From an optimization exercise on the open Yosys and OpenROAD flow, aimed at small area; shortcuts taken in it are not production practice.
At most, simulation tests tie the RTL to the original design; equivalence was not proved.
Power figures rest on the tool's default switching activity, not on a simulated workload.

## old
==> flow/design.v <==
module sync_fifo #(
    parameter DATA_WIDTH = 8,
    parameter DEPTH = 32,
    parameter ALMOST_COUNT = 2
) (
    input wire clk,
    input wire reset,
    input wire wr_en,
    input wire rd_en,
    input wire [DATA_WIDTH-1:0] wr_data,
    output reg [DATA_WIDTH-1:0] rd_data,
    output wire empty,
    output wire full,
    output wire almost_empty,
    output wire almost_full,
    output wire valid,
    output wire overflow,
    output wire underflow,
    output wire [DEPTH:0] count
);
localparam AW = $clog2(DEPTH);
reg [AW:0] n;                           
reg [DATA_WIDTH-1:0] mem [0:DEPTH-1];   
assign empty        = (n == 0);
assign full         = n[AW];
assign almost_empty = (n != 0) && (n <= ALMOST_COUNT);
assign almost_full  = !n[AW] && (n >= DEPTH - ALMOST_COUNT);
assign valid        = rd_en && !empty;
assign overflow     = wr_en && full;
assign underflow    = rd_en && empty;
assign count        = {{(DEPTH-AW){1'b0}}, n};
wire do_wr = wr_en && !full;
wire do_rd = valid;
wire up = do_wr && !do_rd;
wire dn = do_rd && !do_wr;
reg [AW:0] tgl;
reg all1, all0;
integer k;
always @(*) begin
    all1 = 1'b1;
    all0 = 1'b1;
    for (k = 0; k <= AW; k = k + 1) begin
        tgl[k] = (up && all1) || (dn && all0);
        all1 = all1 && n[k];
        all0 = all0 && !n[k];
    end
end
always @(posedge clk or posedge reset) begin
    if (reset)
        n <= 0;
    else
        n <= n ^ tgl;
end
integer i;
always @(posedge clk) begin
    if (do_wr) begin
        mem[0] <= wr_data;
        for (i = 1; i < DEPTH; i = i + 1)
            mem[i] <= mem[i-1];
    end
end
wire [DEPTH-1:0] nsel = {{(DEPTH-1){1'b0}}, 1'b1} << n[AW-1:0];
wire [DEPTH-1:0] rsel = {nsel[0], nsel[DEPTH-1:1]};
localparam NG = (DEPTH + 2) / 3;             
wire [DATA_WIDTH-1:0] grp_n [0:NG-1];        
genvar g, b;
generate
    for (g = 0; g < NG; g = g + 1) begin : grp
        for (b = 0; b < DATA_WIDTH; b = b + 1) begin : bit_
            if (3*g + 2 < DEPTH) begin : full3
                sync_fifo_aoi222 u (
                    .a1(rsel[3*g]),   .a2(mem[3*g][b]),
                    .b1(rsel[3*g+1]), .b2(mem[3*g+1][b]),
                    .c1(rsel[3*g+2]), .c2(mem[3*g+2][b]),
                    .y(grp_n[g][b]));
            end else begin : part2
                sync_fifo_aoi22 u (
                    .a1(rsel[3*g]),   .a2(mem[3*g][b]),
                    .b1(rsel[3*g+1]), .b2(mem[3*g+1][b]),
                    .y(grp_n[g][b]));
            end
        end
    end
endgenerate
reg [DATA_WIDTH-1:0] rword;
integer j;
always @(*) begin
    rword = {DATA_WIDTH{1'b1}};
    for (j = 0; j < NG; j = j + 1)
        rword = rword & grp_n[j];
    rword = ~rword;
end
always @(posedge clk) begin
    if (do_rd)
        rd_data <= rword;
end
endmodule
module sync_fifo_aoi222 (
    input wire a1, a2, b1, b2, c1, c2,
    output wire y
);
assign y = ~((a1 & a2) | (b1 & b2) | (c1 & c2));
endmodule
module sync_fifo_aoi22 (
    input wire a1, a2, b1, b2,
    output wire y
);
assign y = ~((a1 & a2) | (b1 & b2));
endmodule
==> flow/config.mk <==
export PLATFORM = sky130hd
export DESIGN_NAME = sync_fifo
export DESIGN_NICKNAME = sync_fifo
export VERILOG_FILES = /design/flow/design.v
export SDC_FILE = /design/flow/constraint.sdc
export NUM_CORES = 4
export LEC_CHECK = 0
export CAP_MARGIN = 20
export CORE_MARGIN = 2
export CORE_UTILIZATION = 40
export SLEW_MARGIN = 20
==> flow/constraint.sdc <==
create_clock -name core_clock -period 6.5 [get_ports {clk}]
set_input_delay 1.3000 -clock core_clock [delete_from_list [all_inputs] [get_ports {clk}]]
set_output_delay 1.3000 -clock core_clock [all_outputs]
set_load 0.01 [all_outputs]
standard.sh (not shown) runs the stock make flow with config.mk's settings and CLKGATE_MAP_FILE= SYNTH_SCRIPT=/design/flow/synth_recipe.tcl, a recipe that flattens the netlist after the stock synthesis.
==> flow/flow/run.sh <==
#!/bin/bash
# Own layout flow: the standard flow (standard.sh), with
#  - synthesis identical except for the ABC script used for the
#    combinational mapping (flow/abc_area.script, an area-oriented
#    mapping); registers are mapped exactly as in the standard synthesis;
#  - smaller port buffers, one shared tie cell, and a clock tree of small
#    buffers without dummy loads.
# Each tool's full output goes to the ORFS logs under orfs/logs and to
# standard.log in this folder.
set -euo pipefail
HERE=$(pwd)
mkdir -p mysynth
sed "s#log_cmd abc {\*}\$abc_args#log_cmd abc {*}[lreplace \$abc_args 1 1 $HERE/flow/abc_area.script]#" \
    "$FLOW_HOME/scripts/synth.tcl" > mysynth/synth.tcl
grep -q "flow/abc_area.script" mysynth/synth.tcl
sed "s#\$::env(SCRIPTS_DIR)/synth.tcl#$HERE/mysynth/synth.tcl#" synth_recipe.tcl > mysynth/synth_recipe.tcl
grep -q "mysynth/synth.tcl" mysynth/synth_recipe.tcl

source "$HERE/flow/settings.sh"

bash standard.sh \
    SYNTH_SCRIPT="$HERE/mysynth/synth_recipe.tcl" \
    "${EXTRA[@]}" \
    finish > standard.log 2>&1
==> flow/flow/abc_area.script <==
strash
&get -n
&st
&syn2
&dch
&nf -R 1000
&put
==> flow/flow/settings.sh <==
EXTRA=(
    CORE_UTILIZATION=80
    PLACE_DENSITY=0.85
    SKIP_REPAIR_TIE_FANOUT=1
    "SYNTH_KEEP_MODULES=sync_fifo_aoi222 sync_fifo_aoi22"
    "BUFFER_PORTS_ARGS=-buffer_cell sky130_fd_sc_hd__buf_1"
    "CTS_ARGS=-sink_clustering_enable -repair_clock_nets -dont_use_dummy_load -buf_list {sky130_fd_sc_hd__clkbuf_2 sky130_fd_sc_hd__clkbuf_8} -root_buf sky130_fd_sc_hd__clkbuf_2 -tree_buf sky130_fd_sc_hd__clkbuf_2 -sink_clustering_buffer sky130_fd_sc_hd__clkbuf_8 -sink_clustering_size 19 -sink_clustering_max_diameter 75"
)
old completed; timing, DRC and antenna clean
The following lists how new was set up differently from old:
==> flow/flow/settings.sh <==
EXTRA=(
    CORE_UTILIZATION=84
    PLACE_DENSITY=0.9
    SKIP_REPAIR_TIE_FANOUT=1
    "SYNTH_KEEP_MODULES=sync_fifo_aoi222 sync_fifo_aoi22"
    "BUFFER_PORTS_ARGS=-buffer_cell sky130_fd_sc_hd__buf_1"
    "CTS_ARGS=-sink_clustering_enable -repair_clock_nets -dont_use_dummy_load -buf_list {sky130_fd_sc_hd__clkbuf_4 sky130_fd_sc_hd__clkbuf_8} -root_buf sky130_fd_sc_hd__clkbuf_4 -tree_buf sky130_fd_sc_hd__clkbuf_4 -sink_clustering_buffer sky130_fd_sc_hd__clkbuf_8 -sink_clustering_size 18 -sink_clustering_max_diameter 70"
)
Findings:
- new | stages: all done | timing, DRC, antenna: all pass
- Against old, new comes in about 4% lower on fmax.
- Detailed-routed wire length on met3, new and old, higher one = new.
- new has worst clock skew below what old had.


RTL: the design.v shown in full above, as it stands there.
export LEC_CHECK = 0
export CAP_MARGIN = 20
export CORE_MARGIN = 2
export CORE_UTILIZATION = 40
export SLEW_MARGIN = 20
create_clock -name core_clock -period 6.5 [get_ports {clk}]
==> flow/flow/settings.sh <==
EXTRA=(
    CORE_UTILIZATION=80
    PLACE_DENSITY=0.85
    GPL_TIMING_DRIVEN=0
    SKIP_REPAIR_TIE_FANOUT=1
    "SYNTH_KEEP_MODULES=sync_fifo_aoi222 sync_fifo_aoi22"
    "BUFFER_PORTS_ARGS=-buffer_cell sky130_fd_sc_hd__buf_1"
    "CTS_ARGS=-sink_clustering_enable -repair_clock_nets -dont_use_dummy_load -buf_list {sky130_fd_sc_hd__clkbuf_2 sky130_fd_sc_hd__clkbuf_8} -root_buf sky130_fd_sc_hd__clkbuf_2 -tree_buf sky130_fd_sc_hd__clkbuf_2 -sink_clustering_buffer sky130_fd_sc_hd__clkbuf_8 -sink_clustering_size 18 -sink_clustering_max_diameter 70"
)
Scripts as last shown in full above: flow/flow/run.sh, flow/flow/abc_area.script
Rerun with:
==> flow/flow/settings.sh (replaced) <==
EXTRA=(
    CORE_UTILIZATION=80
    PLACE_DENSITY=0.85
    SKIP_REPAIR_TIE_FANOUT=1
    "SYNTH_KEEP_MODULES=sync_fifo_aoi222 sync_fifo_aoi22"
    "BUFFER_PORTS_ARGS=-buffer_cell sky130_fd_sc_hd__buf_1"
    "CTS_ARGS=-sink_clustering_enable -repair_clock_nets -dont_use_dummy_load -buf_list {sky130_fd_sc_hd__clkbuf_4 sky130_fd_sc_hd__clkbuf_8} -root_buf sky130_fd_sc_hd__clkbuf_4 -tree_buf sky130_fd_sc_hd__clkbuf_4 -sink_clustering_buffer sky130_fd_sc_hd__clkbuf_8 -sink_clustering_size 18 -sink_clustering_max_diameter 70"
)
The new run completed with no timing, DRC or antenna violations.
Via count goes down by about 2.3%.
Combinational power goes down by 3.1%.
Cell count goes down by 3.9%.
Sequential power hardly moves.
Maximum frequency goes up by 6.4%.
Hold slack improved by 0.057 ns.
Rerun with:
--- a/flow/flow/settings.sh
+++ b/flow/flow/settings.sh
@@ -2,2 +2,2 @@
-    CORE_UTILIZATION=80
-    PLACE_DENSITY=0.85
+    CORE_UTILIZATION=88
+    PLACE_DENSITY=0.92
This time the run died in detailed placement (3_5_place_dp), error DPL-0033.
Synthesized cell count is unchanged.
Area after synthesis stays the same.
Rerun with:
==> flow/flow/settings.sh (replaced) <==
EXTRA=(
    CORE_UTILIZATION=80
    PLACE_DENSITY=0.85
    SKIP_REPAIR_TIE_FANOUT=1
    "SYNTH_KEEP_MODULES=sync_fifo_aoi222 sync_fifo_aoi22"
    "BUFFER_PORTS_ARGS=-buffer_cell sky130_fd_sc_hd__buf_1"
    "CTS_ARGS=-sink_clustering_enable -repair_clock_nets -dont_use_dummy_load -buf_list {sky130_fd_sc_hd__clkbuf_4 sky130_fd_sc_hd__clkbuf_16} -root_buf sky130_fd_sc_hd__clkbuf_4 -tree_buf sky130_fd_sc_hd__clkbuf_4 -sink_clustering_buffer sky130_fd_sc_hd__clkbuf_16 -sink_clustering_size 34 -sink_clustering_max_diameter 100"
)
With this change the flow completed with no timing, DRC or antenna violations; area after synthesis is unchanged; synthesized cell count stays the same.


## pepper
RTL: the design.v shown in full above, as it stands there.
Settings: LEC_CHECK=0, CAP_MARGIN=20, CORE_MARGIN=2, CORE_UTILIZATION=40, SLEW_MARGIN=20; clock period 6.5 ns.
==> flow/flow/settings.sh <==
EXTRA=(
    CORE_UTILIZATION=70
    SLEW_MARGIN=0
    CAP_MARGIN=0
    SKIP_REPAIR_TIE_FANOUT=1
    "SYNTH_KEEP_MODULES=sync_fifo_aoi222 sync_fifo_aoi22"
    "BUFFER_PORTS_ARGS=-buffer_cell sky130_fd_sc_hd__buf_1"
    "CTS_ARGS=-sink_clustering_enable -repair_clock_nets -dont_use_dummy_load -buf_list {sky130_fd_sc_hd__clkbuf_4 sky130_fd_sc_hd__clkbuf_8} -root_buf sky130_fd_sc_hd__clkbuf_4 -tree_buf sky130_fd_sc_hd__clkbuf_4 -sink_clustering_buffer sky130_fd_sc_hd__clkbuf_8 -sink_clustering_size 18 -sink_clustering_max_diameter 70"
)
Scripts as last shown in full above: flow/flow/run.sh, flow/flow/abc_area.script
> inputs changed (pepper -> lagoon)
==> flow/flow/settings.sh <==
EXTRA=(
    CORE_UTILIZATION=80
    PLACE_DENSITY=0.85
    SKIP_REPAIR_TIE_FANOUT=1
    "SYNTH_KEEP_MODULES=sync_fifo_aoi222 sync_fifo_aoi22"
    "BUFFER_PORTS_ARGS=-buffer_cell sky130_fd_sc_hd__buf_1"
    "CTS_ARGS=-sink_clustering_enable -repair_clock_nets -dont_use_dummy_load -buf_list {sky130_fd_sc_hd__clkbuf_2 sky130_fd_sc_hd__clkbuf_8} -root_buf sky130_fd_sc_hd__clkbuf_2 -tree_buf sky130_fd_sc_hd__clkbuf_2 -sink_clustering_buffer sky130_fd_sc_hd__clkbuf_8 -sink_clustering_size 18 -sink_clustering_max_diameter 70"
)
### Flow results
- Sequential portion of the cell area delta for lagoon relative to pepper: 0.68 points higher
- Every stage of the flow completed for lagoon, and the final layout passed the timing, design-rule and antenna checks.
- All-layer global routing usage in lagoon is 3.0 points higher than in pepper
- Compared with pepper, lagoon shows a non-clock buffer count that is 6 lower.
Here is what was changed in the inputs of harbor compared with lagoon.
==> flow/flow/settings.sh <==
EXTRA=(
    CORE_UTILIZATION=70
    SKIP_REPAIR_TIE_FANOUT=1
    "SYNTH_KEEP_MODULES=sync_fifo_aoi222 sync_fifo_aoi22"
    "BUFFER_PORTS_ARGS=-buffer_cell sky130_fd_sc_hd__buf_1"
    "CTS_ARGS=-sink_clustering_enable -repair_clock_nets -dont_use_dummy_load -buf_list {sky130_fd_sc_hd__clkbuf_4 sky130_fd_sc_hd__clkbuf_16} -root_buf sky130_fd_sc_hd__clkbuf_4 -tree_buf sky130_fd_sc_hd__clkbuf_4 -sink_clustering_buffer sky130_fd_sc_hd__clkbuf_16 -sink_clustering_size 32 -sink_clustering_max_diameter 100"
)
Findings:
Compare harbor and lagoon | pre-CTS worst setup slack lower: lagoon
Number of global-route vias before repair went down by a few percent going from lagoon to harbor.
Relative to lagoon, the clock latency on the worst-skew pair of harbor is lower by 0.10 ns.
The combinational fraction of design power of harbor exceeds that of lagoon by 0.3 points.
Going from lagoon to harbor, maximum operating frequency climbed about 2.5%, non-clock buffering overhead in the final layout climbed 0.47 points, shortest period the worst path allows dropped 0.10 ns.
First-pass GRT wire length (higher): harbor
A standard cell with the maximum stage delay on the critical path of sky130_fd_sc_hd__dfrtp_1 is what harbor shows, while sky130_fd_sc_hd__or2_0 belongs to lagoon.


RTL: the design.v shown in full above, as it stands there.
clock: 6.5 ns
lec_check: 0
cap_margin: 20
core_margin: 2
core_utilization: 40
slew_margin: 20
==> flow/flow/settings.sh <==
EXTRA=(
    CORE_UTILIZATION=70
    SKIP_REPAIR_TIE_FANOUT=1
    "SYNTH_KEEP_MODULES=sync_fifo_aoi222 sync_fifo_aoi22"
    "BUFFER_PORTS_ARGS=-buffer_cell sky130_fd_sc_hd__buf_1"
    "CTS_ARGS=-sink_clustering_enable -repair_clock_nets -dont_use_dummy_load -buf_list {sky130_fd_sc_hd__clkbuf_4 sky130_fd_sc_hd__clkbuf_8} -root_buf sky130_fd_sc_hd__clkbuf_4 -tree_buf sky130_fd_sc_hd__clkbuf_4 -sink_clustering_buffer sky130_fd_sc_hd__clkbuf_8 -sink_clustering_size 18 -sink_clustering_max_diameter 70"
)
Scripts as last shown in full above: flow/flow/run.sh, flow/flow/abc_area.script
Rerun with:
==> flow/flow/settings.sh (replaced) <==
EXTRA=(
    CORE_UTILIZATION=80
    PLACE_DENSITY=0.85
    SKIP_REPAIR_TIE_FANOUT=1
    "SYNTH_KEEP_MODULES=sync_fifo_aoi222 sync_fifo_aoi22"
    "BUFFER_PORTS_ARGS=-buffer_cell sky130_fd_sc_hd__buf_1"
    "CTS_ARGS=-sink_clustering_enable -repair_clock_nets -dont_use_dummy_load -buf_list {sky130_fd_sc_hd__clkbuf_2 sky130_fd_sc_hd__clkbuf_8} -root_buf sky130_fd_sc_hd__clkbuf_2 -tree_buf sky130_fd_sc_hd__clkbuf_2 -sink_clustering_buffer sky130_fd_sc_hd__clkbuf_8 -sink_clustering_size 20 -sink_clustering_max_diameter 80"
)
Outcome: The changed run produced a clean layout; routed wire length falls by a few percent; power falls slightly; sequential power hardly moves; first-iteration DRC count rises by roughly a tenth; worst setup slack degrades by 62 ps; cell area falls slightly.


sync_fifo, a different RTL version from the one above (not shown whole).
Size in the first run: roughly 270 flip-flops, ~60 I/O pins, roughly 0.0098 mm2 of cells after synthesis.
export LEC_CHECK = 0
export CAP_MARGIN = 20
export CORE_MARGIN = 2
export CORE_UTILIZATION = 40
export SLEW_MARGIN = 20
create_clock -name core_clock -period 6.5 [get_ports {clk}]
==> flow/flow/settings.sh <==
EXTRA=(
    CORE_UTILIZATION=70
    SKIP_REPAIR_TIE_FANOUT=1
    "SYNTH_KEEP_MODULES=sync_fifo_aoi222 sync_fifo_aoi22"
    "BUFFER_PORTS_ARGS=-buffer_cell sky130_fd_sc_hd__buf_1"
    "CTS_ARGS=-sink_clustering_enable -repair_clock_nets -dont_use_dummy_load -buf_list {sky130_fd_sc_hd__clkbuf_4 sky130_fd_sc_hd__clkbuf_8} -root_buf sky130_fd_sc_hd__clkbuf_4 -tree_buf sky130_fd_sc_hd__clkbuf_4 -sink_clustering_buffer sky130_fd_sc_hd__clkbuf_8 -sink_clustering_size 18 -sink_clustering_max_diameter 70"
)
Scripts as last shown in full above: flow/flow/run.sh, flow/flow/abc_area.script
==> next run, changes <==
==> flow/flow/settings.sh (replaced) <==
EXTRA=(
    CORE_UTILIZATION=70
    SKIP_REPAIR_TIE_FANOUT=1
    "SYNTH_KEEP_MODULES=sync_fifo_aoi222 sync_fifo_aoi22"
    "BUFFER_PORTS_ARGS=-buffer_cell sky130_fd_sc_hd__buf_1"
    "CTS_ARGS=-sink_clustering_enable -repair_clock_nets -dont_use_dummy_load -buf_list {sky130_fd_sc_hd__clkbuf_4 sky130_fd_sc_hd__clkbuf_8} -sink_clustering_size 16 -sink_clustering_max_diameter 60"
)
=> Synthesized area does not change. Power goes up slightly. Routed wire length increases slightly.
==> next run, changes <==
==> flow/flow/settings.sh (replaced) <==
EXTRA=(
    CORE_UTILIZATION=70
    SKIP_REPAIR_TIE_FANOUT=1
    "SYNTH_KEEP_MODULES=sync_fifo_aoi222 sync_fifo_aoi22"
    "BUFFER_PORTS_ARGS=-buffer_cell sky130_fd_sc_hd__buf_1"
    "CTS_ARGS=-sink_clustering_enable -repair_clock_nets -dont_use_dummy_load -buf_list {sky130_fd_sc_hd__clkbuf_4 sky130_fd_sc_hd__clkbuf_16} -root_buf sky130_fd_sc_hd__clkbuf_4 -tree_buf sky130_fd_sc_hd__clkbuf_4 -sink_clustering_buffer sky130_fd_sc_hd__clkbuf_16 -sink_clustering_size 36 -sink_clustering_max_diameter 120"
)
=> Sequential power hardly moves. Clock skew climbs by 21 ps. Worst setup slack degrades by 94 ps. Sequential share of layout area climbs by 0.38 points. Final cell count drops by 1.1%. Synthesized area is unchanged. Synthesized cell count is unchanged. Cell area drops by 0.49%. Die area is unchanged. Power drops by about 1.2%. Hold slack degrades by 40 ps.
No functional check of the RTL was part of any run of this note.

[port drivers added, routing unchanged]
In the flow no input, the clock included, has a driving cell. The finished layouts below were timed again as built, in two steps. Step 1 assumes that a clkbuf_16 drives the clock port and a buf_2 every other input. Step 2 moves the port delays by t, midway between the first and last clock arrival at a register: inputs arrive t later, outputs are due t later. That takes back most of the time a late clock gives input paths. Slacks: no drivers / after step 1 / after step 2; pairs: no drivers / after step 1.
| run | shift t [ns] | setup WS [ns] | worst setup path after step 2 | clock arrival spread, ns | worst data-port slew with drivers (ns) |
|---|---|---|---|---|---|
| old | 0.752 | 2.303 / 2.272 / 2.964 | input to register | 0.111 / 0.111 | 0.03 |
| new | 0.637 | 2.124 / 2.090 / 2.624 | input to register | 0.043 / 0.043 | 0.05 |
| the first run of note 2 | 0.756 | 2.230 / 2.196 / 2.953 | register to output | 0.082 / 0.083 | 0.03 |
| the second run of note 2 | 0.621 | 2.488 / 2.452 / 2.993 | input to register | 0.036 / 0.036 | 0.03 |
| the fourth run of note 2 | 0.605 | 2.494 / 2.462 / 2.994 | input to register | 0.021 / 0.021 | 0.03 |
| pepper | 0.639 | 2.443 / 2.409 / 2.992 | input to register | 0.029 / 0.029 | 0.03 |
| lagoon | 0.720 | 2.382 / 2.346 / 2.959 | input to register | 0.057 / 0.057 | 0.03 |
| harbor | 0.603 | 2.484 / 2.450 / 3.047 | input to output | 0.095 / 0.095 | 0.03 |
| the first run of note 4 | 0.638 | 2.448 / 2.414 / 3.052 | register to output | 0.030 / 0.030 | 0.03 |
| the second run of note 4 | 0.700 | 2.386 / 2.351 / 2.988 | input to register | 0.049 / 0.050 | 0.03 |
| the first run of note 5 | 0.621 | 2.534 / 2.499 / 2.953 | input to register | 0.029 / 0.029 | 0.03 |
| the second run of note 5 | 0.528 | 2.615 / 2.578 / 2.966 | input to register | 0.025 / 0.024 | 0.03 |
| the third run of note 5 | 0.590 | 2.521 / 2.489 / 2.967 | input to register | 0.050 / 0.050 | 0.03 |
After both steps setup and hold are still met in every run listed.
